Source: an optimization exercise on an open RTL-to-GDS flow (aim: small area and a short achievable clock period). Production flows keep margins and buffers that such runs may drop. Function was checked by simulation only, so behaviour that the tests miss may differ from the original. Power and IR drop assume default switching activity.

v35:
==> flow/design.v (excerpt) <==
module cpuDatapath(clk, reset, uart, mem_rdata, mem_addr, mem_wdata, mem_we);
Size in the first run: ~59 I/O pins, about 15000 sq um of cells after synthesis.
export LEC_CHECK = 0
export CAP_MARGIN = 20
export CORE_MARGIN = 2
export CORE_UTILIZATION = 45
export PLACE_DENSITY = 0.6
export SLEW_MARGIN = 20
create_clock -name core_clock -period 10.0 [get_ports {clk}]
standard.sh (not shown) runs the stock make flow with config.mk's settings and CLKGATE_MAP_FILE= SYNTH_SCRIPT=/design/flow/synth_recipe.tcl, a recipe that flattens the netlist after the stock synthesis.
==> flow/flow/run.sh <==
#!/bin/bash
# The standard layout (standard.sh, all steps) with three changes to how
# it is made; the design, clock, constraints and checks are untouched:
# - ABC maps the logic with an area-recovering script (abc_map.script here,
#   used through a copy of ORFS's scripts folder in which only
#   abc_speed.script is replaced);
# - the port buffers that buffer_ports inserts are buf_4 instead of the
#   library's slow default, so the uart to mem_wdata feed-through is fast;
# - the clock tree uses clkbuf_8 leaf clusters of up to 16 flip-flops and no
#   dummy loads.
set -e
rm -rf scripts_mod
cp -r "$FLOW_HOME/scripts" scripts_mod
cp flow/abc_map.script scripts_mod/abc_speed.script
export BUFFER_PORTS_ARGS="-buffer_cell sky130_fd_sc_hd__buf_4"
export CTS_ARGS="-sink_clustering_enable -repair_clock_nets -dont_use_dummy_load -buf_list sky130_fd_sc_hd__clkbuf_8 -sink_clustering_size 16 -sink_clustering_max_diameter 80"
bash standard.sh SCRIPTS_DIR="$PWD/scripts_mod" SETUP_SLACK_MARGIN=5.9 finish > standard.log 2>&1
==> flow/flow/abc_map.script <==
&get -n
&st
&dch
&nf -R 1000 -p
&put
topo
stime -c
dnsize -c
[inputs] v32 vs v35
==> flow/flow/run.sh <==
#!/bin/bash
# Standard layout with two changes to how it is made:
# - the port buffers that buffer_ports inserts are buf_4 instead of the
#   library's slow default, so the uart to mem_wdata feed-through is fast;
# - the clock tree's leaf clusters and buffers are set below.
export BUFFER_PORTS_ARGS="-buffer_cell sky130_fd_sc_hd__buf_4"
export CTS_ARGS="-sink_clustering_enable -repair_clock_nets -dont_use_dummy_load -buf_list sky130_fd_sc_hd__clkbuf_8 -sink_clustering_size 16 -sink_clustering_max_diameter 80"
bash standard.sh > standard.log 2>&1
removed: flow/flow/abc_map.script
Notes after the runs:
| post-synthesis to final-layout area growth | higher: v35 |. As far as sequential cell count goes, v32 and v35 are indistinguishable; the numbers are identical. v32 vs v35 — number of fillers in the final layout climbed by more than 10%. Of v32 and v35, the lower clock network fraction of total power belongs to v35. Power, v32 vs v35: down by more than 10%. v35 leaves more setup margin than v32. Comparing chip width for v32 and v35, the smaller number came from v35. Looking at end-of-flow core utilization, v32 sits 2.5 points lower than v35 does. Diff v35..v32 | clock power | negligible.
diff inputs: v32 => v51
- CORE_UTILIZATION: 45 -> 65
- PLACE_DENSITY: 0.6 -> 0.75
==> flow/flow/run.sh <==
#!/bin/bash
# The standard layout (standard.sh, all steps) with three changes to how
# it is made; the design, clock, constraints and checks are untouched:
# - ABC maps the logic with an area-recovering script (abc_map.script here,
#   used through a copy of ORFS's scripts folder in which only
#   abc_speed.script is replaced);
# - the port buffers that buffer_ports inserts are buf_4 instead of the
#   library's slow default, so the uart to mem_wdata feed-through is fast;
# - the clock tree uses clkbuf_8 leaf clusters of up to 16 flip-flops and no
#   dummy loads.
set -e
rm -rf scripts_mod
cp -r "$FLOW_HOME/scripts" scripts_mod
cp flow/abc_map.script scripts_mod/abc_speed.script
export BUFFER_PORTS_ARGS="-buffer_cell sky130_fd_sc_hd__buf_4"
export CTS_ARGS="-sink_clustering_enable -repair_clock_nets -dont_use_dummy_load -buf_list sky130_fd_sc_hd__clkbuf_8 -sink_clustering_size 16 -sink_clustering_max_diameter 80"
bash standard.sh SCRIPTS_DIR="$PWD/scripts_mod" SETUP_SLACK_MARGIN=5.9 finish > standard.log 2>&1
==> flow/flow/abc_map.script (new file) <==
&get -n
&st
&dch
&nf -R 1000 -p
&put
topo
stime -c
dnsize -c
v51 completed; timing, DRC and antenna clean. Reported net switching power: v51 vs v32 up 0.38 mW. Per the comparison of v51 with v32, non-clock buffer count went down 6, flop-to-flop setup slack went up 30 ps.
Modified inputs, v11 compared to v51
- CORE_UTILIZATION: 65 -> 45
- PLACE_DENSITY: 0.75 -> 0.6
==> flow/flow/run.sh <==
#!/bin/bash
# Standard layout with two changes to how it is made:
# - the port buffers that buffer_ports inserts are buf_4 instead of the
#   library's slow default, so the uart to mem_wdata feed-through is fast;
# - the clock tree's leaf clusters and buffers are set below.
export BUFFER_PORTS_ARGS="-buffer_cell sky130_fd_sc_hd__buf_4"
export CTS_ARGS="-sink_clustering_enable -repair_clock_nets -dont_use_dummy_load -buf_list sky130_fd_sc_hd__clkbuf_16 -sink_clustering_size 30 -sink_clustering_max_diameter 120"
bash standard.sh > standard.log 2>&1
removed: flow/flow/abc_map.script
Non-filler instance count after layout: v11 > v51
Max number of non-clock inverters across v51 and v11: v11
v11 vs. v51: combined global-route utilization of all metal layers has decreased; global-route wire length before repair has increased; number of combinational gates with multiple inputs has increased; number of well taps has increased.
Of v51 and v11, the run reporting the lower fraction of power spent switching nets was v11.
Reg2reg setup slack: v51 vs v11, no meaningful difference
Number of buffers added on ports: v11 vs v51 identical
NOTE: layout buffer count excluding clock buffers in v11 exceeds that of v51

[port drivers added, routing unchanged]
In the flow no input, the clock included, has a driving cell. The finished layouts below were timed again as built, in two steps.
Step 1: set_driving_cell puts a clkbuf_16 on clk and a buf_2 on each other input, an assumption about the parent block.
Step 2 times the ports against the registers' clock, not the clock port: input delays grow and output delays shrink by t, the midpoint of the rising clock arrivals with the driver on.
Three values: ideal, step 1, step 2; two values: the first two.
| run | t, ns | setup slack, ns | worst setup path after step 2 | worst data-port slew with drivers (ns) |
|---|---|---|---|---|
| v35 | 0.596 | 5.792 / 5.744 / 5.477 | input to register | 0.06 |
| v32 | 0.617 | 5.733 / 5.711 / 5.383 | input to register | 0.07 |
| v51 | 0.589 | 5.792 / 5.740 / 5.536 | input to register | 0.07 |
| v11 | 0.552 | 5.734 / 5.712 / 5.399 | input to register | 0.07 |
After both steps setup and hold are still met in every run listed. The setup slack of v32, which loses most, moves by -0.022 ns with the drivers and by -0.350 ns with both steps.
